Source: an optimization exercise on an open RTL-to-GDS flow (aim: small area). Production flows keep margins and buffers that such runs may drop.
The RTL was checked by simulation tests, not by an equivalence proof against the original design.
In runs 1 to 6 and 8 the design's own scripts or RTL, not TritonCTS, make the clock network.
The clock port is modelled as an ideal driver, which makes a skipped or thinned clock tree look cheaper than it is; a real chip needs a root buffer or a tree.
Power and IR drop assume default switching activity.

File: flow/config.mk
export PLATFORM = sky130hd
export DESIGN_NAME = psram_controller
export DESIGN_NICKNAME = psram_controller
export VERILOG_FILES = /design/flow/design.v
export SDC_FILE = /design/flow/constraint.sdc
export NUM_CORES = 4
export LEC_CHECK = 0
export CAP_MARGIN = 20
export CORE_MARGIN = 2
export CORE_UTILIZATION = 40
export PLACE_DENSITY = 0.6
export SLEW_MARGIN = 20
File: flow/constraint.sdc
create_clock -name core_clock -period 5.0 [get_ports {ram_clk}]
set_input_delay 1.0000 -clock core_clock [delete_from_list [all_inputs] [get_ports {ram_clk}]]
set_output_delay 1.0000 -clock core_clock [all_outputs]
set_load 0.01 [all_outputs]
File: flow/design.v
module psram_controller #(
    parameter PSRAM_FRE  = 200_000_000,
    parameter LATENCY    = 5,
    parameter BIT_WIDTH  = 16,
    parameter BURST_LEN  = 32,
    parameter WARP_MODE  = "Wrap",
    parameter RW_METHOD  = "Linear"
) (
    input                               ram_clk,
    input                               ram_rst,
    input                               ram_en,
    input                               rw_ctrl,
    input   [31:0]                      addr_in,
    input   [BIT_WIDTH * 2 - 1 : 0]     ram_data_in,
    output                              init_cable_complete,
    output                              ctrl_idle,
    output  reg                         psram_clk,
    output                              psram_ce,
    output                              dq_en,
    output      [BIT_WIDTH - 1 : 0]     dq_out_hi,
    output      [BIT_WIDTH - 1 : 0]     dq_out_lo,
    input       [BIT_WIDTH - 1 : 0]     dq_in_hi,
    input       [BIT_WIDTH - 1 : 0]     dq_in_lo,
    output                              dm_en,
    output      [1 : 0]                 dm_out_hi,
    output      [1 : 0]                 dm_out_lo,
    input       [1 : 0]                 dm_in_hi,
    input       [1 : 0]                 dm_in_lo,
    output  reg [BIT_WIDTH * 2 - 1 : 0] ram_data_out,
    output  reg                         ram_rd_valid,
    output                              ram_wr_valid
);
localparam [14:0] L_RST = 15'h3edb;
localparam [14:0] L_INV = 15'h2aaa;
localparam [3:0] S_IDLE  = 4'b0000;
localparam [3:0] S_RST   = 4'b0001;
localparam [3:0] S_RW    = 4'b0011;
localparam [3:0] S_C0    = 4'b0100;
localparam [3:0] S_C1    = 4'b0101;
localparam [3:0] S_C2    = 4'b0110;
localparam [3:0] S_WAIT  = 4'b1000;
localparam [3:0] S_W2IR  = 4'b1010;
localparam [3:0] S_W2IW  = 4'b1011;
localparam [3:0] S_INITR = 4'b1110;
localparam [3:0] S_INITW = 4'b1111;
localparam [3:0] S_RD    = 4'b1100;
localparam [3:0] S_WR    = 4'b1101;
localparam [3:0] S_DONE  = 4'b1001;
reg [3:0]  st;
reg [14:0] lq;
wire [14:0] lf = lq ^ L_INV;
reg        v_d;
reg [31:0] wd;
wire idle_s  = (st == S_IDLE);
wire rst_s   = (st == S_RST);
wire rw_s    = (st == S_RW);
wire c0_s    = (st == S_C0);
wire c1_s    = (st == S_C1);
wire c2_s    = (st == S_C2);
wire cfg_s   = c0_s | c1_s | c2_s;
wire wait_s  = (st == S_WAIT);
wire w2ir_s  = (st == S_W2IR);
wire w2iw_s  = (st == S_W2IW);
wire initr_s = (st == S_INITR);
wire initw_s = (st == S_INITW);
wire init_s  = initr_s | initw_s;
wire wr_s    = (st == S_WR);
wire rd_s    = (st == S_RD);
wire done_s  = (st == S_DONE);
wire idle_end = idle_s & (&lf[11:0]);
wire rst_end  = rst_s & ~lf[1];
wire rw_end   = rw_s & ((lf & 15'h2c83) == 15'h0481);
wire cfg_end  = cfg_s & lf[8];
wire init_end = (initw_s & lf[5]) | (initr_s & lf[1]);
wire xfer_end = (wr_s | rd_s) & lf[14];
wire done_end = done_s & lf[3];
wire lf_clr = rw_end | cfg_end | wait_s | w2ir_s | w2iw_s | init_end | xfer_end | done_end |
              (rd_s & ~v_d);
wire [14:0] lf_nx = lf_clr ? 15'd0 : {lf[13:0], ~(lf[14] ^ lf[13])};
reg [3:0] st_nx;
always @(*) begin
    st_nx = st;
    case (st)
        S_IDLE:  if (idle_end) st_nx = S_RST;
        S_RST:   if (rst_end)  st_nx = S_RW;
        S_RW:    if (rw_end)   st_nx = S_C0;
        S_C0:    if (cfg_end)  st_nx = S_C1;
        S_C1:    if (cfg_end)  st_nx = S_C2;
        S_C2:    if (cfg_end)  st_nx = S_WAIT;
        S_WAIT:  if (ram_en)   st_nx = rw_ctrl ? S_W2IW : S_W2IR;
        S_W2IR:  st_nx = S_INITR;
        S_W2IW:  st_nx = S_INITW;
        S_INITR: if (init_end) st_nx = S_RD;
        S_INITW: if (init_end) st_nx = S_WR;
        S_WR:    if (xfer_end) st_nx = S_DONE;
        S_RD:    if (xfer_end) st_nx = S_DONE;
        S_DONE:  if (done_end) st_nx = S_WAIT;
        default: st_nx = S_IDLE;
    endcase
end
wire cs0 = ~lf[0];
wire cs1 = lf[0] & ~lf[1];
wire cs2 = lf[1] & ~lf[2];
wire cs3 = lf[2] & ~lf[3];
wire cfg_act = cfg_s & ~lf[3];
wire [7:0] kbyte =
    ({8{rst_s | rw_s}} & 8'hff) |
    ({8{cfg_s & cs0}} & 8'hc0) |
    ({8{c1_s & cs2}} & 8'h04) |
    ({8{c2_s & cs2}} & 8'h08) |
    ({8{c0_s & cs3}} & 8'h09) |
    ({8{c1_s & cs3}} & 8'h40) |
    ({8{c2_s & cs3}} & 8'h41) |
    ({8{init_s & cs0}} & 8'h20) |
    ({8{initw_s & cs0}} & 8'h80);
wire a1 = init_s & cs1;
wire a2 = init_s & cs2;
assign dm_en = wr_s;
assign dq_out_hi = {wd[31:24] & {8{dm_en}},
                    (wd[23:16] & {8{dm_en}}) | kbyte |
                    ({8{a1}} & addr_in[31:24]) | ({8{a2}} & addr_in[15:8])};
assign dq_out_lo = {wd[15:8] & {8{dm_en}},
                    (wd[7:0] & {8{dm_en}}) | kbyte |
                    ({8{a1}} & addr_in[23:16]) | ({8{a2}} & addr_in[7:0])};
assign ctrl_idle = ~(init_s | wr_s | rd_s | done_s);
assign init_cable_complete = wait_s | w2ir_s | w2iw_s | ~ctrl_idle;
assign psram_ce = ~(rst_s | cfg_act | init_s | wr_s | rd_s);
assign dq_en = (rst_s & ~lf[13]) | cfg_act | (init_s & ~lf[2]) | wr_s;
wire rd_nx = (st_nx == S_RD);
assign ram_wr_valid = (st_nx == S_WR);
wire beat = rd_nx & (dm_in_lo[0] ^ dm_in_lo[1]);
always @(posedge ram_clk or negedge ram_rst) begin
    if (!ram_rst) begin
        st <= S_IDLE;
        lq <= L_RST ^ L_INV;
        psram_clk <= 1'b0;
        ram_rd_valid <= 1'b0;
    end else begin
        st <= st_nx;
        lq <= lf_nx ^ L_INV;
        psram_clk <= ~psram_ce | rw_s;
        ram_rd_valid <= beat;
    end
end
always @(posedge ram_clk) begin
    v_d  <= ram_rd_valid;
    wd   <= ram_data_in;
end
always @(posedge ram_clk or negedge ram_rst) begin
    if (!ram_rst) ram_data_out <= 32'd0;
    else if (beat) ram_data_out <= {dq_in_hi, dq_in_lo};
end
assign dm_out_hi = 2'b00;
assign dm_out_lo = 2'b00;
endmodule
File: flow/flow/run.sh
#!/bin/bash
# Layout flow: the standard ORFS flow (standard.sh), run from a copy of
# the ORFS scripts folder with two files changed:
#  - abc_area.script (from flow/abc_area.script): ABC maps the logic for
#    area only, with no timing-driven buffering or upsizing;
#  - cts.tcl: instead of TritonCTS, flow/clock_tree.tcl builds a two-level
#    clock tree (one root buffer, leaf buffers each driving a group of
#    nearby registers); the rest of the CTS step (legalisation, timing
#    repair) is unchanged.
# The I/O port buffers are buf_1 cells. Each make run writes its full output
# to a log file in this folder; the tools' own logs are under orfs/logs/.
set -euo pipefail
here=$(pwd)
s="$here/orfs_scripts"
rm -rf "$s"
cp -r "$FLOW_HOME/scripts" "$s"
cp "$here/flow/abc_area.script" "$s/abc_area.script"
cp "$here/flow/clock_tree.tcl" "$s/my_clock_tree.tcl"
sed -i 's|^log_cmd clock_tree_synthesis .*$|source $::env(SCRIPTS_DIR)/my_clock_tree.tcl|' "$s/cts.tcl"
grep -q '^source $::env(SCRIPTS_DIR)/my_clock_tree.tcl$' "$s/cts.tcl"
bash standard.sh "SCRIPTS_DIR=$s" ABC_AREA=1 synth > make_synth.log 2>&1
bash standard.sh "SCRIPTS_DIR=$s" \
  "BUFFER_PORTS_ARGS=-buffer_cell sky130_fd_sc_hd__buf_1" SKIP_REPAIR_TIE_FANOUT=1 \
  finish > make_finish.log 2>&1
File: flow/flow/abc_area.script
strash
dc2
dc2
dc2
dch -f
amap -m -F 10 -A 10
topo
File: flow/flow/clock_tree.tcl
# A two-level clock tree: the registers are split into groups by position
# (k-means on their locations), each group driven by one leaf buffer at its
# centre, and the leaf buffers driven by one root buffer at their centre.
proc my_new_buf { block master name x y } {
  set b [odb::dbInst_create $block $master $name]
  $b setLocation [expr {int($x)}] [expr {int($y)}]
  $b setPlacementStatus PLACED
  return $b
}
proc my_clock_tree { root_cell leaf_cell k } {
  set block [ord::get_db_block]
  set clk [$block findNet ram_clk]
  set db [ord::get_db]
  set sinks {}
  foreach it [$clk getITerms] {
    set inst [$it getInst]
    set b [$inst getBBox]
    lappend sinks [list $it [expr {([$b xMin] + [$b xMax]) / 2.0}] [expr {([$b yMin] + [$b yMax]) / 2.0}]]
  }
  set n [llength $sinks]
  # k-means, seeded with evenly spaced sinks sorted by x
  set sorted [lsort -real -index 1 $sinks]
  set cents {}
  for {set i 0} {$i < $k} {incr i} {
    set s [lindex $sorted [expr {int(($i + 0.5) * $n / $k)}]]
    lappend cents [list [lindex $s 1] [lindex $s 2]]
  }
  for {set iter 0} {$iter < 50} {incr iter} {
    set assign {}
    foreach s $sinks {
      set best 0; set bd 1e30
      for {set i 0} {$i < $k} {incr i} {
        set c [lindex $cents $i]
        set d [expr {abs([lindex $s 1] - [lindex $c 0]) + abs([lindex $s 2] - [lindex $c 1])}]
        if {$d < $bd} { set bd $d; set best $i }
      }
      lappend assign $best
    }
    set new {}
    for {set i 0} {$i < $k} {incr i} {
      set sx 0; set sy 0; set m 0
      foreach s $sinks a $assign { if {$a == $i} { set sx [expr {$sx + [lindex $s 1]}]; set sy [expr {$sy + [lindex $s 2]}]; incr m } }
      if {$m == 0} { lappend new [lindex $cents $i] } else { lappend new [list [expr {$sx / $m}] [expr {$sy / $m}]] }
    }
    set cents $new
  }
  $clk setSigType CLOCK
  if {$root_cell eq "none"} {
    set root_net $clk
  } else {
    set root_net [odb::dbNet_create $block clknet_root]
    $root_net setSigType CLOCK
  }
  set rx 0; set ry 0
  foreach c $cents { set rx [expr {$rx + [lindex $c 0] / $k}]; set ry [expr {$ry + [lindex $c 1] / $k}] }
  if {$root_cell ne "none"} {
    set root [my_new_buf $block [$db findMaster $root_cell] clkbuf_root $rx $ry]
  }
  for {set i 0} {$i < $k} {incr i} {
    set c [lindex $cents $i]
    set m 0
    foreach a $assign { if {$a == $i} { incr m } }
    set cell $leaf_cell
    if {[info exists ::my_small_leaf] && $m <= [lindex $::my_small_leaf 1]} { set cell [lindex $::my_small_leaf 0] }
    set leaf [my_new_buf $block [$db findMaster $cell] clkbuf_leaf_$i [lindex $c 0] [lindex $c 1]]
    puts "leaf $i: $cell, $m sinks"
    set net [odb::dbNet_create $block clknet_leaf_$i]
    $net setSigType CLOCK
    foreach s $sinks a $assign {
      if {$a == $i} { set it [lindex $s 0]; $it disconnect; $it connect $net }
    }
    [$leaf findITerm A] connect $root_net
    [$leaf findITerm X] connect $net
  }
  if {$root_cell ne "none"} {
    [$root findITerm A] connect $clk
    [$root findITerm X] connect $root_net
  }
  global_connect
  puts "clock tree: $root_cell root, $k $leaf_cell leaves, $n sinks"
}
my_clock_tree sky130_fd_sc_hd__clkbuf_4 sky130_fd_sc_hd__clkbuf_8 5
File: flow/standard.sh
#!/bin/bash
# synth_recipe.tcl (not shown) runs the flow's synth.tcl, then flattens the netlist and writes it again
# the make line also repeats each setting of config.mk as NAME=value (left out here)
make -C /OpenROAD-flow-scripts/flow DESIGN_CONFIG=/design/flow/config.mk WORK_HOME=/design/flow/orfs CLKGATE_MAP_FILE= SYNTH_SCRIPT=/design/flow/synth_recipe.tcl "${@:-finish}"
==> results.yml, run 1 <==
outcome:
  status: "complete, no violations"
drt:
  dr_total_vias: 2883
  wire_per_inst_um: 14.7
  drt_iter0_markers: 152
  route.detailed.drc: 0
  totalWireLength_mm: 8.22
  viasPerCell: 5.14
  postRouteAntennaNets: 0
  dr.pass1.iters: 5
logic_synthesis:
  synth_async_sr_flop_share_pct: 61.6
  yosysUniqueCellTypes: 30
  yosysWarnings: 1
  synthTopCellsByArea: "dfrtp_1 (37%), dfxtp_1 (21%), a22o_1 (8.9%)"
  synth-seq-area-share_pct: 63.0
  synth_top_area_cell: "dfrtp_1"
  synth.most_common_cell: "dfrtp_1"
  synth_top_area_share_pct: 37.1
  avgSynthCellArea_sq_um: 11.3
  syn_area_sq_um: 3170
  ys_ff_latch: 86
  synth-edff-count: 0
  synth_common_cells: "dfrtp_1 (47), dfxtp_1 (33), a22o_1 (32)"
  syn_inst: 281
  ys.flop_type: "dfrtp_1"
timing:
  tightest_slew_ps: 1000
  min_period_ps: 4310
  finalSetupViolations: 0
  hold_viol_final: 0
  report.final.slew_viol_count: 0
  rsz0062_at_grt: "no"
  fmax_mhz: 232
  fin_crit_sh_pct: 86.2
  fin_skew_ps: 35.9
  tns_ps: 0
  slew-limit-headroom_pct: 33.0
  whs_ps: 380
power:
  swShare_pct: 20.5
  powerDensity_nw_per_um2: 257
  ir_drop_mv: 0.204
  seq_power_share_pct: 68.1
  power.switching_mw: 0.213
  p_clk_share_pct: 27.9
  p_leak_nw: 1.55
  power_frac_comb_pct: 4.0
  p_int_mw: 0.826
flow_run:
  drv_cap: 0
setup_path:
  cp.required_ps: 4000
  setup.worst_path.start: "st[3]"
  cp-end-kind: "primary output"
  critPathMaxFanout: 16
  cp_data_arrival_time_ps: 3310
  cp-start-kind: "flop"
  rr_worst_depth: 14
  timing.rr.start: "lq[10]"
  path_class: "flop to primary output"
global_routing:
  track_usage_pct: 18.1
  grt_max_degree: 54
  antenna_found_initial: 0
  grt_pass1_wl_mm: 13.0
  grt_pass1_vias: 2765
  grt-ovfl-total: 0
layout:
  drive_above_1_share_pct: 4.14
  fillers: 760
  multi_input_area_sq_um: 1090
  regArea_sq_um: 1990
  final_nets: 565
  antennaDiodeCount: 0
  areaGrowthSynthToFinish_pct: 27.6
hold_path:
  min_from: "ram_rd_valid"
  worst_hold_path.num_cells: 0
  min_path_type: "flop to flop"
place:
  gp_congestion: 0.960
  hpwl_mm: 6.24
  portBuffers: 173
cts:
  postCtsSetupBuffers: 0
  path_clk_slew_ps: 120
  clk_latency_ps: 410
  cts_resized: 0
  cts-hold-fix-buffers: 0
floorplan:
  fp.dieH_um: 93.0
  die_x_um: 93.0
  io_pins: 180
  rows: 32
  core_area_sq_um: 7690
  die_area_sq_um: 8640
  initial_core_util_pct: 41.2
[placed cells by master, fill, tap and decap left out, types with 3 or more instances in the layout]
cell and instances:
o21ai_0 6, dfrtp_1 47, a21oi_1 4, a31oi_1 4, clkinv_1 20, nor3_1 10
dfstp_2 6, o2111ai_1 3, nor2b_1 17, or2_0 7, a22oi_1 7, nand4_1 3
nor2_1 21, a22o_1 32, nand3_1 12, dfxtp_1 33, clkbuf_8 5, buf_1 172
buf_4 4, nand2_1 22, a222oi_1 9, a221o_1 3
[stage by stage]
step           power, mW  instances  utilization (%)  instance area (sq um)  setup slack [ps]
2_1_floorplan      0.728        281                -                   3190               894
3_3_place_gp       0.763        555             51.6                   3970              1120
3_5_place_dp       0.764        555             51.6                   3970              1100
4_1_cts            0.983        561             52.6                   4040              1090
5_1_grt             1.09        561             52.6                   4040               278
6_report            1.04        561             52.6                   4040               690
[kinds of logic (layout without fill, tap and decap cells)]
kind of cell	after synthesis	after routing	synth area share, %
compound gates	73	73	18.8
buf+inv	25	203	3.44
flops	86	86	63.0
other cells	1	1	0.118
simple gates	96	96	14.7
[routing by layer]
metal  up-vias  share of wire (%)  track usage, %
met3        21                8.9            3.63
met2       144                 48            31.2
li1       1382                  -               -
met4         0                2.2            3.31
met5         -                  0               0
met1      1336                 41            23.9
[area by class of cell]
type                       count  share of cell area (%)
sequential                    86                    49.3
multi-input combinational    170                    26.9
timing repair buffer         177                    16.8
tap                          102                    3.16
buffer                         6                    1.89
inverter                      20                    1.86
[power groups by stage]
stage | clock network [mW] | registers (mW) | logic (mW)
finish | 0.290 | 0.708 | 0.0415
global route | 0.332 | 0.709 | 0.0474
CTS | 0.219 | 0.722 | 0.0425
detailed placement | 0 | 0.722 | 0.0424
global placement | 0 | 0.722 | 0.0413
floorplan | 0 | 0.721 | 0.00668
[worst max-delay path: stages (launching register included)]
cell,delay (ps)
dfrtp_1,450
clkinv_1,150
nor2_1,310
clkinv_1,180
nor2_1,290
clkinv_1,200
nor3_2,780
a222oi_1,260
nand2_1,140
buf_1,170
[final timing paths]
| kind | slack (ps) | endpoint |
|---|---|---|
| worst max-delay path | 690 | dq_out_hi[7] |
| worst min-delay path | 380 | v_d |
| worst max register to register | 1390 | ram_data_out[0] |
| worst min register to register | 380 | v_d |
| max in group asynchronous | 3850 | lq[8] |
| min in group asynchronous | 700 | lq[11] |
[flip-flops by register name, summed over array words and instances, names as in the netlist]
| signal | cells |
|---|---|
| ram_data_out | 32 |
| v_d | 1 |
| wd | 32 |
| st | 4 |
| lq | 15 |
| ram_rd_valid | 1 |
| psram_clk | 1 |
==> run 2: changes to the inputs <==
==> flow/flow/abc_area.script (replaced) <==
strash
dc2
dc2
dc2
dch -f
if -K 4 -a
mfs2 -a
strash
dch -f
amap
topo
==> run 2 against run 1 <==
Final cell count grew 1.6%. First-iteration DRC count shrank 30%. Register-to-register slack lost 230 ps. Global-route usage grew 0.34 points. Hold slack lost 3.5 ps. Sequential share of layout area grew 0.28 points. Core utilization shrank 0.29 points. Sequential power is essentially flat. Setup slack gained 470 ps. Die area is essentially flat. Synthesized area is essentially flat. Via count grew 0.55%. Highest routed layer unchanged. Still clean on timing, DRC and antenna.
==> results.yml, run 2 <==
setup_path:
  critPathMaxFanout: 33
  slowest_delay_ps: 790
  r2r_setup_slack_ps: 1160
  path_buf_inv: 4
  cp_data_arrival_time_ps: 4100
  setup.worst_path.start: "st[0]"
  cp-end-kind: "flop"
  crit_path_cell_trace: "clkinv_1 -> nor2_1 -> clkinv_1 -> nor2_1 -> nor2_1 -> o211ai_1 -> a211oi_1 -> nand3_1 -> buf_4 -> clkinv_1 -> o22a_1"
  slowest_stage: "clkinv_1"
  cp.required_ps: 5260
  path_class: "flop to flop"
  cpLargestDelayFamily: "buffers and inverters"
  timing.rr.start: "st[0]"
  cp-start-kind: "flop"
timing:
  tns_ps: 0
  tightest_slew_ps: 888
  finalSetupViolations: 0
  slew-limit-headroom_pct: 40.4
  fmax_mhz: 260
  fin_skew_ps: 31.6
  fin_crit_sh_pct: 76.8
  min_period_ps: 3840
  rsz0062_at_grt: "no"
  report.final.slew_viol_count: 0
  hold_viol_final: 0
  whs_ps: 376
global_routing:
  antenna_found_initial: 0
  track_usage_pct: 18.4
  grt-ovfl-total: 0
  grt_pass1_vias: 2852
  grt_pass1_wl_mm: 13.4
  grt_max_degree: 54
floorplan:
  die_x_um: 93.0
  rows: 32
  die_area_sq_um: 8640
  io_pins: 180
  core_area_sq_um: 7690
  fp.dieH_um: 93.0
  initial_core_util_pct: 41.2
logic_synthesis:
  ys_ff_latch: 86
  synthSimpleGateAreaFrac_pct: 16.4
  synth_top_family_by_area: "compound AO/OA/AOI/OAI gates"
  synth_fa_ha_area_share_pct: 0
  synth_compound_area_share_pct: 17.8
  synth_top_area_cell: "dfrtp_1"
  synth_async_sr_flop_share_pct: 61.6
  yosysWarnings: 1
  synthMuxAreaShare_pct: 0
  synth-edff-count: 0
  yosysUniqueCellTypes: 34
  syn_area_sq_um: 3170
  synth_xor_area_share_pct: 0
  avgSynthCellArea_sq_um: 10.9
  synth-seq-area-share_pct: 63.0
  synth.most_common_cell: "dfrtp_1"
  synth_common_cells: "dfrtp_1 (47), nor2_1 (34), dfxtp_1 (33)"
  ys.flop_type: "dfrtp_1"
  synthTopCellsByArea: "dfrtp_1 (37%), dfxtp_1 (21%), o22a_1 (8.9%)"
  syn_inst: 290
  synth_top_area_share_pct: 37.2
drt:
  drt_iter0_markers: 107
  wire_per_inst_um: 14.8
  totalWireLength_mm: 8.41
  dr.pass1.iters: 6
  postRouteAntennaNets: 0
  viasPerCell: 5.09
  dr_total_vias: 2899
  route.detailed.drc: 0
outcome:
  status: "complete, no violations"
place:
  portBuffers: 173
  hpwl_mm: 6.30
  gp_congestion: 0.828
cts:
  cts_resized: 0
  cts-hold-fix-buffers: 0
  path_clk_slew_ps: 120
  clk_latency_ps: 410
  postCtsSetupBuffers: 0
power:
  ir_drop_mv: 0.174
  p_leak_nw: 1.59
  powerDensity_nw_per_um2: 259
flow_run:
  drv_cap: 0
layout:
  areaGrowthSynthToFinish_pct: 27.0
  antennaDiodeCount: 0
  fillers: 777
  final_common_cell: "buf_1"
  final_nets: 574
  reg_top3: "ram_data_out (32), wd (32), lq (15)"
  mostFrequentLayoutCells: "buf_1 (172), dfrtp_1 (47), nor2_1 (33), dfxtp_1 (33)"
  drive_above_1_share_pct: 3.85
hold_path:
  min_from: "ram_rd_valid"
  min_path_type: "flop to flop"
==> run 2: cell count changes after synthesis, moves of 6 or more <==
cell | previous run | this run
o22a_1 | 0 | 32
clkinv_1 | 20 | 14
nor2_1 | 21 | 34
nand2_1 | 22 | 32
nor3_1 | 11 | 4
a22o_1 | 32 | 0
==> run 2: final cells by class <==
class | instances | area [sq um] | share of cell area (%)
buffer | 6 | 76.3 | 1.90
multi-input combinational | 185 | 1090 | 27.1
sequential | 86 | 1990 | 49.6
inverter | 14 | 52.6 | 1.31
tap | 102 | 128 | 3.18
timing repair buffer | 177 | 681 | 16.9
==> run 2: final timing paths <==
check,to,cells after the start
worst min-delay path,v_d,0
worst max-delay path,ram_data_out[6],11
min in group asynchronous,st[0],2
max in group asynchronous,ram_data_out[24],2
worst min register to register,v_d,0
worst max register to register,ram_data_out[6],11
==> run 2: report_power, final <==
| part | internal, mW | switching [mW] |
|---|---|---|
| Clock | 0.100 | 0.192 |
| Combinational | 0.0214 | 0.0204 |
| Sequential | 0.705 | 0.00302 |
| Total | 0.826 | 0.216 |
==> run 2: cell families after synthesis <==
logic type,count (synthesis)
and+or+nand+nor,112
DFF,86
AOI/OAI and AO/OA,72
buffers and inverters,19
other,1
==> run 2: per-layer routing <==
layer	GRT usage (%)	vias to the layer above	share of wire (%)
met5	0	-	0
met4	4.04	0	2.2
met3	4.31	20	8.9
met2	30.7	138	47
met1	24.5	1348	42
li1	-	1393	-
==> run 2: stage by stage <==
stage          worst slack [ps]  utilization [%]  instance area (sq um)  total power [mW]  instances
2_1_floorplan              1110                -                   3170             0.729        290
3_3_place_gp               1240             51.3                   3940             0.763        564
3_5_place_dp               1200             51.3                   3940             0.765        564
4_1_cts                    1190             52.2                   4020             0.984        570
5_1_grt                     691             52.3                   4020              1.09        570
6_report                   1160             52.3                   4020              1.04        570
==> run 3: changes to the inputs <==
--- a/flow/flow/clock_tree.tcl
+++ b/flow/flow/clock_tree.tcl
@@ -80,3 +80,3 @@
   puts "clock tree: $root_cell root, $k $leaf_cell leaves, $n sinks"
 }
-my_clock_tree sky130_fd_sc_hd__clkbuf_4 sky130_fd_sc_hd__clkbuf_8 5
+my_clock_tree sky130_fd_sc_hd__clkbuf_4 sky130_fd_sc_hd__clkbuf_8 6
--- a/flow/config.mk
+++ b/flow/config.mk
@@ -6,7 +6,7 @@
 export NUM_CORES = 4
 export LEC_CHECK = 0
-export CAP_MARGIN = 20
+export CAP_MARGIN = 0
 export CORE_MARGIN = 2
 export CORE_UTILIZATION = 40
 export PLACE_DENSITY = 0.6
-export SLEW_MARGIN = 20
+export SLEW_MARGIN = 0
==> run 3 against run 2 <==
Critical path depth shrank 4. Core utilization grew 0.15 points. Largest power group unchanged. Register-to-register slack is essentially flat. Via count grew 0.41%. Final cell count grew 0.18%. Hold slack is essentially flat. Wire length is essentially flat. Setup slack lost 110 ps. First-iteration DRC count shrank 2.8%. Synthesized cell count is the same. Highest routed layer unchanged. Clock power grew 7.9%. Critical endpoint is now dq_out_lo[7].
==> results.yml, run 3 <==
drt:
  route.detailed.drc: 0
  dr.pass1.iters: 4
  postRouteAntennaNets: 0
  drt_iter0_markers: 104
  wire_per_inst_um: 14.7
  totalWireLength_mm: 8.42
  viasPerCell: 5.10
  dr_total_vias: 2911
global_routing:
  track_usage_pct: 18.5
  antenna_found_initial: 0
  grt_pass1_vias: 2861
  grt-ovfl-total: 0
  grt_max_degree: 54
  grt_pass1_wl_mm: 13.5
layout:
  areaGrowthSynthToFinish_pct: 27.3
  reg_top3: "ram_data_out (32), wd (32), lq (15)"
  final_nets: 575
  fillers: 775
  antennaDiodeCount: 0
  final_common_cell: "buf_1"
  mostFrequentLayoutCells: "buf_1 (172), dfrtp_1 (47), nor2_1 (34)"
  utilization_pct: 52.4
  final_area_sq_um: 4030
  drive_above_1_share_pct: 3.84
logic_synthesis:
  synth_common_cells: "dfrtp_1 (47), nor2_1 (34), dfxtp_1 (33)"
  syn_area_sq_um: 3170
  synth.most_common_cell: "dfrtp_1"
  avgSynthCellArea_sq_um: 10.9
  syn_inst: 290
  synth_fa_ha_area_share_pct: 0
  synth_top_family_by_area: "compound AO/OA/AOI/OAI gates"
  synthMuxAreaShare_pct: 0
  synth_top_area_cell: "dfrtp_1"
  ys_ff_latch: 86
  yosysWarnings: 1
  synth-edff-count: 0
  synth-seq-area-share_pct: 63.0
  synthTopCellsByArea: "dfrtp_1 (37%), dfxtp_1 (21%), o22a_1 (8.9%)"
  synth_top_area_share_pct: 37.2
  ys.flop_type: "dfrtp_1"
  synth_compound_area_share_pct: 17.8
  synth_async_sr_flop_share_pct: 61.6
  synthSimpleGateAreaFrac_pct: 16.4
  yosysUniqueCellTypes: 34
  synth_xor_area_share_pct: 0
timing:
  tns_ps: 0
  finalSetupViolations: 0
  slew-limit-headroom_pct: 25.4
  fmax_mhz: 253
  finalWorstSetupSlack_ps: 1050
  tightest_slew_ps: 1120
  report.final.slew_viol_count: 0
  fin_crit_sh_pct: 79.1
  hold_viol_final: 0
  min_period_ps: 3950
  rsz0062_at_grt: "no"
  fin_skew_ps: 39.4
setup_path:
  critPathMaxFanout: 16
  cp.required_ps: 4000
  cp-end-kind: "primary output"
  path_class: "flop to primary output"
  cp_data_arrival_time_ps: 2950
  cp-start-kind: "flop"
power:
  ir_drop_mv: 0.233
  powerDensity_nw_per_um2: 264
  p_leak_nw: 1.60
cts:
  clk_latency_ps: 420
  postCtsSetupBuffers: 0
  path_clk_slew_ps: 90
  cts-hold-fix-buffers: 0
  cts_resized: 0
floorplan:
  die_area_sq_um: 8640
  fp.dieH_um: 93.0
  rows: 32
  core_area_sq_um: 7690
  initial_core_util_pct: 41.2
  io_pins: 180
  die_x_um: 93.0
hold_path:
  min_path_type: "flop to flop"
flow_run:
  drv_cap: 0
place:
  hpwl_mm: 6.30
  portBuffers: 173
  dp_slack_ps: 1200
  dpl-instance-area_sq_um: 3940
  gp_congestion: 0.828
outcome:
  status: "complete, no violations"
run 3: final timing paths:
check,start,depth (start not counted),to,slack (ps)
max,st[3],7,dq_out_lo[7],1050
min,ram_rd_valid,0,v_d,380
max reg2reg,st[0],11,ram_data_out[7],1170
min reg2reg,ram_rd_valid,0,v_d,380
max in group asynchronous,ram_rst,2,ram_data_out[9],3850
min in group asynchronous,ram_rst,2,st[0],670
run 3: critical path, stage by stage (launching register included):
cell	delay, ps
dfrtp_1	490
nand2_1	230
nor2_1	230
clkinv_1	160
nor2_1	870
a222oi_1	270
nand3_1	140
buf_1	170
run 3: metal layers:
layer | routed length [um] | track usage, %
met1 | 3470 | 24.7
met2 | 3980 | 30.7
met3 | 826 | 4.80
met4 | 150 | 3.80
met5 | 0 | 0
run 3: metrics by stage:
stage                     cells  hold WS (ps)  power (mW)
after global routing        571           402        1.11
after CTS                   571           358        1.00
after floorplan             290           360       0.729
after global placement      564           355       0.763
after detailed placement    564           358       0.765
final                       571           376        1.06
run 3: cell families (layout without fill, tap and decap cells):
kind of cell	count (synthesis)	in the layout
simple gates	112	112
compound gates	72	72
flops	86	86
buf+inv	19	198
other cells	1	1
run 3: final cells by class:
| type | instances | area, sq um | area share [%] |
|---|---|---|---|
| plain buffers | 7 | 90.1 | 2.24 |
| inverters | 14 | 52.6 | 1.30 |
| multi-input cells | 185 | 1080 | 26.9 |
| flip-flops and latches | 86 | 1990 | 49.5 |
| well taps | 102 | 128 | 3.17 |
| repair buffers | 177 | 681 | 16.9 |
run 3: power by group:
part | internal (mW) | switching (mW)
Combinational | 0.0214 | 0.0203
Clock | 0.117 | 0.198
Sequential | 0.705 | 0.00297
==> run 4: changes to the inputs <==
--- a/flow/flow/run.sh
+++ b/flow/flow/run.sh
@@ -21,4 +21,4 @@
 bash standard.sh "SCRIPTS_DIR=$s" ABC_AREA=1 synth > make_synth.log 2>&1
 bash standard.sh "SCRIPTS_DIR=$s" \
-  "BUFFER_PORTS_ARGS=-buffer_cell sky130_fd_sc_hd__buf_1" SKIP_REPAIR_TIE_FANOUT=1 \
+  "BUFFER_PORTS_ARGS=-buffer_cell sky130_fd_sc_hd__buf_1" SKIP_REPAIR_TIE_FANOUT=1 MATCH_CELL_FOOTPRINT=0 \
   finish > make_finish.log 2>&1
==> run 4 against run 3 <==
Critical path type unchanged. Clock power is essentially flat. Sequential share of layout area stayed put. Global-route usage unchanged. Combinational power is essentially flat. Largest power group unchanged. Largest cell class unchanged.
==> results.yml, run 4 <==
drt:
  viasPerCell: 5.10
  postRouteAntennaNets: 0
  route.detailed.drc: 0
  wire_per_inst_um: 14.7
  drt_iter0_markers: 104
  dr.pass1.iters: 4
  dr_total_vias: 2911
  totalWireLength_mm: 8.42
timing:
  fin_skew_ps: 39.4
  finalSetupViolations: 0
  tightest_slew_ps: 1120
  rsz0062_at_grt: "no"
  min_period_ps: 3950
  hold_viol_final: 0
  fmax_mhz: 253
  fin_crit_sh_pct: 79.1
  report.final.slew_viol_count: 0
  tns_ps: 0
  slew-limit-headroom_pct: 25.4
place:
  hpwl_mm: 6.30
  gp_congestion: 0.828
  dp_cells: 564
  portBuffers: 173
hold_path:
  min_to: "v_d"
  worst_hold_path.num_cells: 0
  min_from: "ram_rd_valid"
  min_path_type: "flop to flop"
global_routing:
  grt-ovfl-total: 0
  met1_usage_pct: 24.7
  antenna_found_initial: 0
  grt_busiest_layer: "met2"
  track_usage_pct: 18.5
  grt_pass1_vias: 2861
  grt_max_degree: 54
  use_met3_pct: 4.80
  grt_pass1_wl_mm: 13.5
  globalRouteMet2Util_pct: 30.7
floorplan:
  rows: 32
  die_x_um: 93.0
  die_area_sq_um: 8640
  core_area_sq_um: 7690
  initial_core_util_pct: 41.2
  fp.dieH_um: 93.0
  io_pins: 180
layout:
  drive_above_1_share_pct: 3.84
  instances_no_fill: 571
  areaGrowthSynthToFinish_pct: 27.3
  antennaDiodeCount: 0
  utilization_pct: 52.4
  final_nets: 575
  fillers: 775
  final_common_cell: "buf_1"
  mostFrequentLayoutCells: "buf_1 (172), dfrtp_1 (47), nor2_1 (34)"
  reg_top3: "ram_data_out (32), wd (32), lq (15)"
outcome:
  status: "complete, no violations"
logic_synthesis:
  syn_area_sq_um: 3170
  yosysWarnings: 1
  synth_async_sr_flop_share_pct: 61.6
  synth_top_area_cell: "dfrtp_1"
  syn_inst: 290
  synthTopCellsByArea: "dfrtp_1 (37%), dfxtp_1 (21%), o22a_1 (8.9%)"
  synth-seq-area-share_pct: 63.0
  synth.most_common_cell: "dfrtp_1"
  yosysUniqueCellTypes: 34
  ys.flop_type: "dfrtp_1"
  avgSynthCellArea_sq_um: 10.9
  ys_ff_latch: 86
  synth_top_area_share_pct: 37.2
  synth_common_cells: "dfrtp_1 (47), nor2_1 (34), dfxtp_1 (33)"
  synth-edff-count: 0
power:
  ir_drop_mv: 0.233
  powerDensity_nw_per_um2: 264
  p_total_mw: 1.06
  p_leak_nw: 1.60
cts:
  clk_latency_ps: 420
  path_clk_slew_ps: 90
  cts-hold-fix-buffers: 0
  cts_resized: 0
  postCtsSetupBuffers: 0
setup_path:
  rr_worst_depth: 11
  timing.rr.start: "st[0]"
  cp-end-kind: "primary output"
  slowest_delay_ps: 870
  r2r_setup_slack_ps: 1170
  crit_path_cell_trace: "nand2_1 -> nor2_1 -> clkinv_1 -> nor2_1 -> a222oi_1 -> nand3_1 -> buf_1"
  slowest_stage: "nor2_1"
  path_class: "flop to primary output"
  cp-start-kind: "flop"
  path_common_cell: "nor2_1"
  cp_data_arrival_time_ps: 2950
  cp.required_ps: 4000
  reg2reg_to: "ram_data_out[7]"
  critPathMaxFanout: 16
flow_run:
  drv_cap: 0
## run 4: logic make-up (layout without fill, tap and decap cells)
group / after synthesis / after routing / share of synthesized area [%]
and+or+nand+nor: 112 / 112 / 16.4
buffers and inverters: 19 / 198 / 2.73
AOI/OAI and AO/OA: 72 / 72 / 17.8
DFF: 86 / 86 / 63.0
other: 1 / 1 / 0.118
## run 4: metrics by stage
| step | hold slack (ps) | cell area (sq um) | setup WS, ps |
|---|---|---|---|
| 2_1_floorplan | 360 | 3170 | 1110 |
| 5_1_grt | 402 | 4030 | 685 |
| 4_1_cts | 358 | 4030 | 1190 |
| 6_report | 376 | 4030 | 1050 |
| 3_5_place_dp | 358 | 3940 | 1200 |
| 3_3_place_gp | 355 | 3940 | 1240 |
## run 4: area by class of cell
cell class | instances | area [sq um] | share of cell area, %
sequential | 86 | 1990 | 49.5
multi-input combinational | 185 | 1080 | 26.9
timing repair buffer | 177 | 681 | 16.9
tap | 102 | 128 | 3.17
buffer | 7 | 90.1 | 2.24
inverter | 14 | 52.6 | 1.30
## run 4: metal layers
metal / up-vias / wire [um]
met5: - / 0
li1: 1399 / -
met4: 0 / 150
met1: 1357 / 3470
met2: 143 / 3980
met3: 12 / 826
## run 4: power breakdown
part           switching, mW  internal [mW]
Sequential           0.00297          0.705
Clock                  0.198          0.117
Combinational         0.0203         0.0214
Total                  0.221          0.843
## run 4: worst max-delay path by stage
stage / slack [ps] / startpoint / to / cells past startpoint
global placement: 1240 / st[3] / ram_data_out[21] / 12
CTS: 1190 / st[3] / ram_data_out[1] / 12
global route: 680 / st[0] / ram_data_out[7] / 11
floorplan: 1110 / st[0] / ram_data_out[0] / 12
finish: 1050 / st[3] / dq_out_lo[7] / 7
detailed placement: 1200 / st[3] / ram_data_out[1] / 12
## run 4: worst max-delay path, delay by kind of cell (launching register included)
kind / cells / cell delay, ps
AOI/OAI and AO/OA: 1 / 270
DFF: 1 / 490
and+or+nand+nor: 4 / 1470
buffers and inverters: 2 / 330
==> run 5: changes to the inputs <==
--- a/flow/flow/run.sh
+++ b/flow/flow/run.sh
@@ -21,4 +21,4 @@
 bash standard.sh "SCRIPTS_DIR=$s" ABC_AREA=1 synth > make_synth.log 2>&1
 bash standard.sh "SCRIPTS_DIR=$s" \
-  "BUFFER_PORTS_ARGS=-buffer_cell sky130_fd_sc_hd__buf_1" SKIP_REPAIR_TIE_FANOUT=1 MATCH_CELL_FOOTPRINT=0 \
+  "BUFFER_PORTS_ARGS=-buffer_cell sky130_fd_sc_hd__buf_1" \
   finish > make_finish.log 2>&1
==> flow/flow/abc_area.script (replaced) <==
strash
dc2
dc2
dc2
dch -f
amap
topo
--- a/flow/flow/clock_tree.tcl
+++ b/flow/flow/clock_tree.tcl
@@ -59,10 +59,5 @@
   for {set i 0} {$i < $k} {incr i} {
     set c [lindex $cents $i]
-    set m 0
-    foreach a $assign { if {$a == $i} { incr m } }
-    set cell $leaf_cell
-    if {[info exists ::my_small_leaf] && $m <= [lindex $::my_small_leaf 1]} { set cell [lindex $::my_small_leaf 0] }
-    set leaf [my_new_buf $block [$db findMaster $cell] clkbuf_leaf_$i [lindex $c 0] [lindex $c 1]]
-    puts "leaf $i: $cell, $m sinks"
+    set leaf [my_new_buf $block [$db findMaster $leaf_cell] clkbuf_leaf_$i [lindex $c 0] [lindex $c 1]]
     set net [odb::dbNet_create $block clknet_leaf_$i]
     $net setSigType CLOCK
@@ -80,3 +75,4 @@
   puts "clock tree: $root_cell root, $k $leaf_cell leaves, $n sinks"
 }
+
 my_clock_tree sky130_fd_sc_hd__clkbuf_4 sky130_fd_sc_hd__clkbuf_8 6
--- a/flow/config.mk
+++ b/flow/config.mk
@@ -6,7 +6,7 @@
 export NUM_CORES = 4
 export LEC_CHECK = 0
-export CAP_MARGIN = 0
+export CAP_MARGIN = 20
 export CORE_MARGIN = 2
 export CORE_UTILIZATION = 40
 export PLACE_DENSITY = 0.6
-export SLEW_MARGIN = 0
+export SLEW_MARGIN = 20
==> run 5 against run 4 <==
First-iteration DRC count up 7.7%. Global-route usage down 0.94 points. Sequential share of layout area decreased by 0.55 points. Sequential power barely moved. Still clean on timing, DRC and antenna. Maximum frequency fell by 3.6%. Wire length is 4.8% lower.
==> results.yml, run 5 <==
layout:
  reg_top3: "ram_data_out (32), wd (32), lq (15)"
  drive_above_1_share_pct: 3.85
  antennaDiodeCount: 0
  final_common_cell: "buf_1"
  final_nets: 574
  areaGrowthSynthToFinish_pct: 27.8
  instances_no_fill: 570
  mostFrequentLayoutCells: "buf_1 (172), dfrtp_1 (47), dfxtp_1 (33)"
setup_path:
  cp.required_ps: 4000
  cp-start-kind: "flop"
  cp-end-kind: "primary output"
  reg2reg_to: "ram_data_out[17]"
  r2r_setup_slack_ps: 1270
  rr_worst_depth: 9
  critPathMaxFanout: 15
  setup.worst_path.start: "st[1]"
  timing.rr.start: "st[0]"
  cp_data_arrival_time_ps: 3100
  path_class: "flop to primary output"
drt:
  wire_per_inst_um: 14.1
  drt_iter0_markers: 112
  route.detailed.drc: 0
  postRouteAntennaNets: 0
  dr.pass1.iters: 4
  dr_total_vias: 2869
  viasPerCell: 5.03
  totalWireLength_mm: 8.02
logic_synthesis:
  synth_top_area_cell: "dfrtp_1"
  synth_xor_area_share_pct: 0
  synth_compound_area_share_pct: 20.1
  synthSimpleGateAreaFrac_pct: 13.9
  synth_common_cells: "dfrtp_1 (47), dfxtp_1 (33), a22o_1 (32)"
  synth-seq-area-share_pct: 62.6
  avgSynthCellArea_sq_um: 11.1
  synth_top_area_share_pct: 36.9
  synth_async_sr_flop_share_pct: 61.6
  synthMuxAreaShare_pct: 0
  synth-edff-count: 0
  yosysWarnings: 1
  yosysUniqueCellTypes: 37
  synth_top_family_by_area: "compound AO/OA/AOI/OAI gates"
  syn_inst: 287
  synth.most_common_cell: "dfrtp_1"
  synthTopCellsByArea: "dfrtp_1 (37%), dfxtp_1 (21%), a22o_1 (8.8%)"
  synth_fa_ha_area_share_pct: 0
  ys.flop_type: "dfrtp_1"
  syn_area_sq_um: 3190
  ys_ff_latch: 86
floorplan:
  die_area_sq_um: 8700
  io_pins: 180
  core_area_sq_um: 7730
  initial_core_util_pct: 41.3
  rows: 32
  die_x_um: 93.3
  fp.dieH_um: 93.3
hold_path:
  min_path_type: "flop to flop"
  min_to: "v_d"
  worst_hold_path.num_cells: 0
  min_from: "ram_rd_valid"
timing:
  hold_viol_final: 0
  fin_skew_ps: 14.6
  fmax_mhz: 244
  finalSetupViolations: 0
  tightest_slew_ps: 1020
  report.final.slew_viol_count: 0
  fin_crit_sh_pct: 82.0
  min_period_ps: 4100
  rsz0062_at_grt: "no"
  slew-limit-headroom_pct: 31.7
  tns_ps: 0
global_routing:
  grt_max_degree: 54
  grt-ovfl-total: 0
  grt_pass1_vias: 2710
  track_usage_pct: 17.6
  antenna_found_initial: 0
  grt_pass1_wl_mm: 12.8
cts:
  cts_resized: 0
  path_clk_slew_ps: 100
  postCtsSetupBuffers: 0
  cts-hold-fix-buffers: 0
  clk_latency_ps: 420
place:
  gp_congestion: 0.937
  portBuffers: 173
  dp_cells: 563
  hpwl_mm: 5.87
flow_run:
  drv_cap: 0
outcome:
  status: "complete, no violations"
power:
  powerDensity_nw_per_um2: 261
  ir_drop_mv: 0.191
  p_leak_nw: 1.63
run 5: changes by cell type in the layout (fill, tap and decap cells not counted), moves of 5 or more:
cell / delta
clkinv_1: +5
o21ai_0: +9
nand3_1: -9
a22o_1: +32
nor2_1: -13
a221oi_1: +5
a22oi_1: -5
o22a_1: -32
run 5: through the flow:
stage	power, mW	util, %	hold slack, ps	setup WS [ps]	cell area [sq um]
finish	1.06	52.7	379	898	4080
global route	1.12	52.7	392	577	4080
CTS	1.00	52.7	362	1230	4080
detailed placement	0.765	51.6	362	1260	3990
global placement	0.762	51.6	353	1260	3990
floorplan	0.728	-	370	781	3220
run 5: power by group:
part | switching, mW | internal [mW] | total, mW
logic | 0.0206 | 0.0208 | 0.0414
clock network | 0.197 | 0.117 | 0.314
registers | 0.00295 | 0.705 | 0.708
total | 0.221 | 0.842 | 1.06
run 5: worst max path at each step:
| stage | end | slack, ps | cells after the start |
|---|---|---|---|
| finish | dq_out_hi[4] | 900 | 7 |
| CTS | ram_data_out[17] | 1230 | 9 |
| floorplan | ram_data_out[0] | 780 | 8 |
| global route | dq_out_hi[4] | 580 | 7 |
| global placement | ram_data_out[18] | 1260 | 9 |
| detailed placement | ram_data_out[23] | 1260 | 9 |
run 5: area by class of cell:
class	count	area (sq um)
Multi-Input combinational cell	180	1120
Inverter	19	71.3
Timing Repair Buffer	176	673
Tap cell	102	128
Fill cell	753	3650
Sequential cell	86	1990
Buffer	7	90.1
run 5: critical path: stages, from the launching register on:
cell	delay, ps
dfrtp_1	530
clkinv_1	230
nor2_1	330
clkinv_1	190
nor2_1	810
clkinv_1	210
o21ai_0	210
buf_1	170
run 5: cells by family (layout without fill, tap and decap cells):
group           Yosys count  after routing
buf+inv                  24            202
flops                    86             86
other cells               1              4
compound gates           85             85
simple gates             91             91
run 5: metal layers:
| metal | GRT usage [%] | share of wire, % |
|---|---|---|
| met4 | 2.33 | 1.4 |
| met3 | 2.50 | 7.5 |
| met2 | 31.5 | 49 |
| met5 | 0 | 0 |
| met1 | 23.3 | 42 |
==> run 6: changes to the inputs <==
--- a/flow/flow/run.sh
+++ b/flow/flow/run.sh
@@ -21,4 +21,4 @@
 bash standard.sh "SCRIPTS_DIR=$s" ABC_AREA=1 synth > make_synth.log 2>&1
 bash standard.sh "SCRIPTS_DIR=$s" \
-  "BUFFER_PORTS_ARGS=-buffer_cell sky130_fd_sc_hd__buf_1" \
+  "BUFFER_PORTS_ARGS=-buffer_cell sky130_fd_sc_hd__buf_1" SKIP_REPAIR_TIE_FANOUT=1 \
   finish > make_finish.log 2>&1
==> flow/flow/abc_area.script (replaced) <==
strash
dc2
dc2
dc2
dch -f
if -K 4 -a
mfs2 -a
strash
dch -f
amap -m -F 10 -A 10
topo
--- a/flow/flow/clock_tree.tcl
+++ b/flow/flow/clock_tree.tcl
@@ -27,13 +27,23 @@
   }
   for {set iter 0} {$iter < 50} {incr iter} {
-    set assign {}
+    # assign sinks to the nearest centre with room left (at most
+    # ceil(n / k) sinks per centre), closest pairs first
+    set cap [expr {($n + $k - 1) / $k}]
+    set pairs {}
+    set j 0
     foreach s $sinks {
-      set best 0; set bd 1e30
       for {set i 0} {$i < $k} {incr i} {
         set c [lindex $cents $i]
-        set d [expr {abs([lindex $s 1] - [lindex $c 0]) + abs([lindex $s 2] - [lindex $c 1])}]
-        if {$d < $bd} { set bd $d; set best $i }
+        lappend pairs [list [expr {abs([lindex $s 1] - [lindex $c 0]) + abs([lindex $s 2] - [lindex $c 1])}] $j $i]
       }
-      lappend assign $best
+      incr j
+    }
+    set assign [lrepeat $n -1]
+    set load [lrepeat $k 0]
+    foreach p [lsort -real -index 0 $pairs] {
+      lassign $p d j i
+      if {[lindex $assign $j] >= 0 || [lindex $load $i] >= $cap} continue
+      lset assign $j $i
+      lset load $i [expr {[lindex $load $i] + 1}]
     }
     set new {}
@@ -59,5 +69,10 @@
   for {set i 0} {$i < $k} {incr i} {
     set c [lindex $cents $i]
-    set leaf [my_new_buf $block [$db findMaster $leaf_cell] clkbuf_leaf_$i [lindex $c 0] [lindex $c 1]]
+    set m 0
+    foreach a $assign { if {$a == $i} { incr m } }
+    set cell $leaf_cell
+    if {[info exists ::my_small_leaf] && $m <= [lindex $::my_small_leaf 1]} { set cell [lindex $::my_small_leaf 0] }
+    set leaf [my_new_buf $block [$db findMaster $cell] clkbuf_leaf_$i [lindex $c 0] [lindex $c 1]]
+    puts "leaf $i: $cell, $m sinks"
     set net [odb::dbNet_create $block clknet_leaf_$i]
     $net setSigType CLOCK
==> run 6 against run 5 <==
Maximum frequency shrank 1.9%. Synthesized area shrank 1.1%. Hold slack lost 2.8 ps. Flip-flop and latch count is the same. Clock skew shrank 4.9 ps. Largest cell class unchanged. Cell area shrank 1.0%. Critical path type unchanged. Via count grew 2.1%. Critical path depth grew 2. Synthesized cell count shrank 3.1%.
==> results.yml, run 6 <==
layout:
  final_common_cell: "buf_1"
  final_nets: 565
  areaGrowthSynthToFinish_pct: 27.9
  reg_top3: "ram_data_out (32), wd (32), lq (15)"
  antennaDiodeCount: 0
  mostFrequentLayoutCells: "buf_1 (172), dfrtp_1 (47), dfxtp_1 (33)"
  drive_above_1_share_pct: 4.36
drt:
  viasPerCell: 5.22
  dr_total_vias: 2929
  drt_iter0_markers: 175
  dr.pass1.iters: 5
  wire_per_inst_um: 15.1
  route.detailed.drc: 0
  postRouteAntennaNets: 0
  totalWireLength_mm: 8.49
setup_path:
  cp.required_ps: 4000
  timing.rr.start: "st[0]"
  cp_data_arrival_time_ps: 3180
  r2r_setup_slack_ps: 1030
  cp-start-kind: "flop"
  critPathMaxFanout: 8
  reg2reg_to: "ram_data_out[4]"
  rr_worst_depth: 10
  cp-end-kind: "primary output"
  path_class: "flop to primary output"
cts:
  clk_latency_ps: 410
  path_clk_slew_ps: 90
  postCtsSetupBuffers: 0
  cts-hold-fix-buffers: 0
  cts_resized: 0
floorplan:
  initial_core_util_pct: 41.0
  io_pins: 180
  core_area_sq_um: 7690
  die_area_sq_um: 8610
  rows: 32
  fp.dieH_um: 92.8
  die_x_um: 92.8
global_routing:
  track_usage_pct: 19.1
  antenna_found_initial: 0
  grt_max_degree: 54
  grt-ovfl-total: 0
  grt_pass1_wl_mm: 13.6
  grt_pass1_vias: 2837
logic_synthesis:
  yosysUniqueCellTypes: 32
  ys_ff_latch: 86
  ys.flop_type: "dfrtp_1"
  syn_inst: 278
  synth_common_cells: "dfrtp_1 (47), dfxtp_1 (33), o22a_1 (32)"
  synth-seq-area-share_pct: 63.2
  synth.most_common_cell: "dfrtp_1"
  synthTopCellsByArea: "dfrtp_1 (37%), dfxtp_1 (21%), o22a_1 (8.9%)"
  avgSynthCellArea_sq_um: 11.3
  syn_area_sq_um: 3150
  synth_async_sr_flop_share_pct: 61.6
  yosysWarnings: 1
  synth-edff-count: 0
  synth_top_area_cell: "dfrtp_1"
  synth_top_area_share_pct: 37.3
power:
  p_leak_nw: 1.58
  powerDensity_nw_per_um2: 265
  ir_drop_mv: 0.177
outcome:
  status: "complete, no violations"
timing:
  tns_ps: 0
  report.final.slew_viol_count: 0
  fmax_mhz: 239
  slew-limit-headroom_pct: 35.3
  hold_viol_final: 0
  fin_skew_ps: 9.73
  finalSetupViolations: 0
  min_period_ps: 4180
  tightest_slew_ps: 963
  fin_crit_sh_pct: 83.6
  rsz0062_at_grt: "no"
  whs_ps: 377
place:
  hpwl_mm: 6.25
  portBuffers: 173
  gp_congestion: 0.910
hold_path:
  min_path_type: "flop to flop"
  worst_hold_path.num_cells: 0
  min_to: "v_d"
  min_from: "ram_rd_valid"
flow_run:
  drv_cap: 0
run 6: cell types whose count changed in the layout (fill, tap and decap cells not counted), sizes merged, moves of 3 or more:
cell / delta
a22o: -32
o22a: +32
nand3: +12
a222oi: +10
nor3: +8
o21ai: -8
a21oi: -7
nand2: -6
a221oi: -5
nand2b: -4
nor2: -4
buf: +3
conb: -3
run 6: where the power goes:
part,leakage [nW],internal (mW),switching [mW]
clock,0.0477,0.117,0.202
sequential,0.967,0.705,0.00287
combinational,0.565,0.0214,0.0206
run 6: per-layer routing:
metal  up-vias  share of wire [%]  routed length [um]  track usage (%)
met1      1369                 41                3520             26.5
met5         -                  0                   0                0
li1       1390                  -                   -                -
met4         0                2.2                 189             4.29
met3        23                9.6                 816             4.64
met2       147                 47                3960             30.5
run 6: metrics by stage:
stage	instance area [sq um]	util, %	power (mW)	worst slack, ps	std cells
6_report	4030	52.5	1.07	821	561
2_1_floorplan	3150	-	0.729	1180	278
3_3_place_gp	3940	51.3	0.763	1050	554
3_5_place_dp	3940	51.3	0.765	1080	554
5_1_grt	4030	52.5	1.11	480	561
4_1_cts	4030	52.5	1.00	1080	561
run 6: worst max path at each step:
stage / from / end / slack [ps] / depth (start not counted)
finish: st[0] / ram_wr_valid / 820 / 9
global route: st[0] / ram_wr_valid / 480 / 9
CTS: st[0] / ram_data_out[5] / 1080 / 10
detailed placement: st[0] / ram_data_out[5] / 1080 / 10
global placement: st[0] / ram_data_out[21] / 1050 / 10
floorplan: st[0] / ram_data_out[0] / 1180 / 10
run 6: logic make-up (layout without fill, tap and decap cells):
family	count (synthesis)	in the layout	share of synthesized area [%]
AO/OA/AOI/OAI	74	74	19.2
other	1	1	0.119
AND/OR/NAND/NOR	91	91	13.9
flip-flops	86	86	63.2
buffers and inverters	26	207	3.57
run 6: layout make-up:
| type | instances | area, sq um |
|---|---|---|
| Buffer | 7 | 90.1 |
| Fill cell | 778 | 3650 |
| Inverter | 21 | 78.8 |
| Multi-Input combinational cell | 166 | 1050 |
| Sequential cell | 86 | 1990 |
| Tap cell | 102 | 128 |
| Timing Repair Buffer | 179 | 696 |
run 6: critical path: stages, from the launching register on:
cell and delay (ps):
dfrtp_1 440, clkinv_1 240, nor3_1 650, clkinv_1 460
nor2_1 320, a22oi_1 130, o2111ai_1 130, nor2_1 100
and3_1 170, buf_1 120
==> run 7: changes to the inputs <==
--- a/flow/flow/run.sh
+++ b/flow/flow/run.sh
@@ -1,7 +1,10 @@
 #!/bin/bash
 # Layout flow: the standard ORFS flow (standard.sh), run from a copy of
-# the ORFS scripts folder with two files changed:
+# the ORFS scripts folder with three files changed:
 #  - abc_area.script (from flow/abc_area.script): ABC maps the logic for
 #    area only, with no timing-driven buffering or upsizing;
+#  - global_place.tcl: after the port buffers are added, the reset port's
+#    buffer is made a buf_4 (flow/reset_buffer.tcl) so that it drives the
+#    registers' reset pins without a buffer tree;
 #  - cts.tcl: instead of TritonCTS, flow/clock_tree.tcl builds a two-level
 #    clock tree (one root buffer, leaf buffers each driving a group of
@@ -19,4 +22,7 @@
 sed -i 's|^log_cmd clock_tree_synthesis .*$|source $::env(SCRIPTS_DIR)/my_clock_tree.tcl|' "$s/cts.tcl"
 grep -q '^source $::env(SCRIPTS_DIR)/my_clock_tree.tcl$' "$s/cts.tcl"
+cp "$here/flow/reset_buffer.tcl" "$s/my_reset_buffer.tcl"
+sed -i 's|^\( *\)buffer_ports {\*}\[env_var_or_empty BUFFER_PORTS_ARGS\]$|&\n\1source $::env(SCRIPTS_DIR)/my_reset_buffer.tcl|' "$s/global_place.tcl"
+grep -q 'source $::env(SCRIPTS_DIR)/my_reset_buffer.tcl$' "$s/global_place.tcl"
 bash standard.sh "SCRIPTS_DIR=$s" ABC_AREA=1 synth > make_synth.log 2>&1
 bash standard.sh "SCRIPTS_DIR=$s" \
==> flow/flow/reset_buffer.tcl (new file) <==
# The input buffer of the reset port drives every register's reset pin:
# make it a buf_4 so that it can drive them without a buffer tree.
foreach pin [get_pins -of_objects [get_nets -of_objects [get_ports ram_rst]]] {
  set inst [get_cells -of_objects $pin]
  set cell [get_property $inst ref_name]
  if {[string match "sky130_fd_sc_hd__buf_*" $cell]} {
    puts "reset port buffer [get_full_name $inst]: $cell -> sky130_fd_sc_hd__buf_4"
    replace_cell $inst sky130_fd_sc_hd__buf_4
  }
}
==> run 7 against run 6 <==
The run now fails in global placement (3_3_place_gp). Synthesized area stayed put. Synthesized cell count unchanged.
==> results.yml, run 7 <==
logic_synthesis:
  syn_inst: 278
  yosysUniqueCellTypes: 32
  synth_top_area_share_pct: 37.3
  synth-edff-count: 0
  synth.most_common_cell: "dfrtp_1"
  ys_ff_latch: 86
  syn_area_sq_um: 3150
  synth_top_area_cell: "dfrtp_1"
  ys.flop_type: "dfrtp_1"
  synth_common_cells: "dfrtp_1 (47), dfxtp_1 (33), o22a_1 (32)"
  avgSynthCellArea_sq_um: 11.3
  synthTopCellsByArea: "dfrtp_1 (37%), dfxtp_1 (21%), o22a_1 (8.9%)"
  synth_async_sr_flop_share_pct: 61.6
  yosysWarnings: 1
  synth-seq-area-share_pct: 63.2
outcome:
  status: "did not finish"
  run.stop_error: "[ERROR STA-0100] unsupported object type Port."
  lastStage: "global placement (3_3_place_gp)"
floorplan:
  fp.dieH_um: 92.8
  die_x_um: 92.8
  initial_core_util_pct: 41.0
  io_pins: 180
  rows: 32
place:
  portBuffers: 173
[run 7: cell counts after synthesis]
No cell type changed its count.
[run 7: cell families after synthesis]
family	share of synthesized area (%)
AO/OA/AOI/OAI	19.2
buffers and inverters	3.57
AND/OR/NAND/NOR	13.9
flip-flops	63.2
other	0.119
==> run 8: changes to the inputs <==
==> flow/flow/reset_buffer.tcl (replaced) <==
# The input buffer of the reset port drives every register's reset pin:
# make it a buf_4 so that it can drive them without a buffer tree.
set my_rst_net [[[ord::get_db_block] findBTerm ram_rst] getNet]
foreach my_it [$my_rst_net getITerms] {
  set my_inst [$my_it getInst]
  set my_cell [[$my_inst getMaster] getName]
  if {[string match "sky130_fd_sc_hd__buf_*" $my_cell]} {
    puts "reset port buffer [$my_inst getName]: $my_cell -> sky130_fd_sc_hd__buf_4"
    replace_cell [$my_inst getName] sky130_fd_sc_hd__buf_4
  }
}
==> run 8 against run 7 <==
Synthesized cell count stayed put. Now clean on timing, DRC and antenna. Synthesized area is the same.
==> results.yml, run 8 <==
floorplan:
  core_area_sq_um: 7690
  rows: 32
  die_area_sq_um: 8610
  io_pins: 180
  fp.dieH_um: 92.8
  die_x_um: 92.8
  initial_core_util_pct: 41.0
logic_synthesis:
  yosysUniqueCellTypes: 32
  syn_inst: 278
  yosysWarnings: 1
  ys_ff_latch: 86
  synth_top_area_cell: "dfrtp_1"
  synth_common_cells: "dfrtp_1 (47), dfxtp_1 (33), o22a_1 (32)"
  syn_area_sq_um: 3150
  synth.most_common_cell: "dfrtp_1"
  ys.flop_type: "dfrtp_1"
  synth-seq-area-share_pct: 63.2
  synth_async_sr_flop_share_pct: 61.6
  synth-edff-count: 0
  synthTopCellsByArea: "dfrtp_1 (37%), dfxtp_1 (21%), o22a_1 (8.9%)"
  synth_top_area_share_pct: 37.3
  avgSynthCellArea_sq_um: 11.3
layout:
  mostFrequentLayoutCells: "buf_1 (172), dfrtp_1 (47), dfxtp_1 (33)"
  drive_above_1_share_pct: 4.15
  utilization_pct: 52.4
  areaGrowthSynthToFinish_pct: 27.7
  antennaDiodeCount: 0
  reg_top3: "ram_data_out (32), wd (32), lq (15)"
  final_common_cell: "buf_1"
  final_nets: 564
  final_area_sq_um: 4030
global_routing:
  grt-ovfl-total: 0
  grt_max_degree: 54
  grt_pass1_vias: 2806
  grt_pass1_wl_mm: 13.6
  track_usage_pct: 18.9
  antenna_found_initial: 0
timing:
  min_period_ps: 4170
  hold_viol_final: 0
  fin_crit_sh_pct: 83.4
  report.final.slew_viol_count: 0
  fin_skew_ps: 2.78
  fmax_mhz: 240
  finalSetupViolations: 0
  slew-limit-headroom_pct: 34.9
  tightest_slew_ps: 969
  rsz0062_at_grt: "no"
  tns_ps: 0
place:
  dpl-instance-area_sq_um: 3940
  portBuffers: 173
  hpwl_mm: 6.23
  gp_congestion: 0.896
cts:
  clk_latency_ps: 400
  postCtsSetupBuffers: 0
  cts-hold-fix-buffers: 0
  cts_resized: 0
  path_clk_slew_ps: 80
setup_path:
  critPathMaxFanout: 8
  path_class: "flop to primary output"
  cp.required_ps: 4000
  cp_data_arrival_time_ps: 3170
  cp-end-kind: "primary output"
  cp-start-kind: "flop"
hold_path:
  min_path_type: "flop to flop"
drt:
  drt_iter0_markers: 153
  dr.pass1.iters: 5
  dr_total_vias: 2863
  wire_per_inst_um: 15.1
  route.detailed.drc: 0
  viasPerCell: 5.11
  postRouteAntennaNets: 0
  totalWireLength_mm: 8.46
power:
  p_leak_nw: 1.58
  ir_drop_mv: 0.197
  powerDensity_nw_per_um2: 264
flow_run:
  drv_cap: 0
outcome:
  status: "complete, no violations"
## run 8: path summary, 6_finish.rpt
check / startpoint / end / slack (ps) / depth (start not counted)
setup reg to reg: st[0] / ram_data_out[17] / 1030 / 10
min in group asynchronous: ram_rst / ram_data_out[19] / 620 / 1
setup / recovery: st[0] / ram_wr_valid / 830 / 9
hold reg to reg: ram_rd_valid / v_d / 380 / 0
hold / removal: ram_rd_valid / v_d / 380 / 0
max in group asynchronous: ram_rst / ram_data_out[11] / 3950 / 1
## run 8: per-layer routing
metal  share of wire [%]  vias to the layer above  GRT usage (%)
li1                    -                     1395              -
met1                  42                     1318           26.4
met2                  47                      138           30.4
met3                  10                       12           5.21
met4                 1.2                        0           2.33
met5                   0                        -              0
## run 8: layout make-up
| cell class | instances | area, sq um |
|---|---|---|
| fill | 746 | 3660 |
| sequential | 86 | 1990 |
| multi-input combinational | 166 | 1050 |
| timing repair buffer | 178 | 691 |
| tap | 102 | 128 |
| buffer | 7 | 90.1 |
| inverter | 21 | 78.8 |
## run 8: worst max-delay path, cell delays in order (launching register included)
cell	delay (ps)
dfrtp_1	440
clkinv_1	240
nor3_1	660
clkinv_1	450
nor2_1	310
a22oi_1	140
o2111ai_1	140
nor2_1	90
and3_1	170
buf_1	120
## run 8: power by group
group	total, mW	internal [mW]	switching, mW
Sequential	0.708	0.705	0.00280
Combinational	0.0413	0.0211	0.0202
Clock	0.316	0.117	0.199
Total	1.06	0.843	0.222
## run 8: cells by family (layout without fill, tap and decap cells)
| logic type | Yosys count | after routing | share of synthesized area [%] |
|---|---|---|---|
| flops | 86 | 86 | 63.2 |
| other cells | 1 | 1 | 0.119 |
| compound gates | 74 | 74 | 19.2 |
| buf+inv | 26 | 206 | 3.57 |
| simple gates | 91 | 91 | 13.9 |
## run 8: metrics by stage
step                hold slack [ps]  instances  power [mW]  setup WS (ps)
floorplan                       370        278       0.729           1180
global placement                351        553       0.763           1060
detailed placement              363        553       0.764           1100
CTS                             363        560        1.00           1080
global route                    404        560        1.11            448
finish                          380        560        1.06            832

==> static timing again, ports no longer ideal <==
The results above use ideal ports. As a check the final layouts listed here were re-extracted and re-timed, cells and wires unchanged. Step 1, drivers: a clkbuf_16 drives ram_clk and a buf_2 each remaining input, both assumed. Step 2 adds t to the input delays and takes it off the output delays; t is the mean of the earliest and latest rising clock arrival at the registers after step 1. Input paths then give back, and output paths get back, about the clock's delay inside the block. Slacks: no drivers / after step 1 / after step 2; pairs: no drivers / after step 1.
run | t, ns | setup WS [ns] | hold WS [ns] | clock arrival spread, ns
run 1 | 0.419 | 0.690 / 0.662 / 1.082 | 0.380 / 0.380 / 0.380 | 0.037 / 0.037
run 2 | 0.417 | 1.160 / 1.160 / 1.160 | 0.376 / 0.376 / 0.376 | 0.033 / 0.033
run 3 | 0.430 | 1.045 / 1.020 / 1.174 | 0.376 / 0.376 / 0.376 | 0.041 / 0.041
run 4 | 0.430 | 1.045 / 1.020 / 1.174 | 0.376 / 0.376 / 0.376 | 0.041 / 0.041
run 5 | 0.440 | 0.898 / 0.871 / 1.271 | 0.379 / 0.379 / 0.379 | 0.021 / 0.020
run 6 | 0.435 | 0.821 / 0.794 / 1.026 | 0.377 / 0.377 / 0.377 | 0.010 / 0.010
run 8 | 0.431 | 0.832 / 0.806 / 1.027 | 0.380 / 0.380 / 0.380 | 0.012 / 0.012
After both steps every run listed still meets setup and hold.
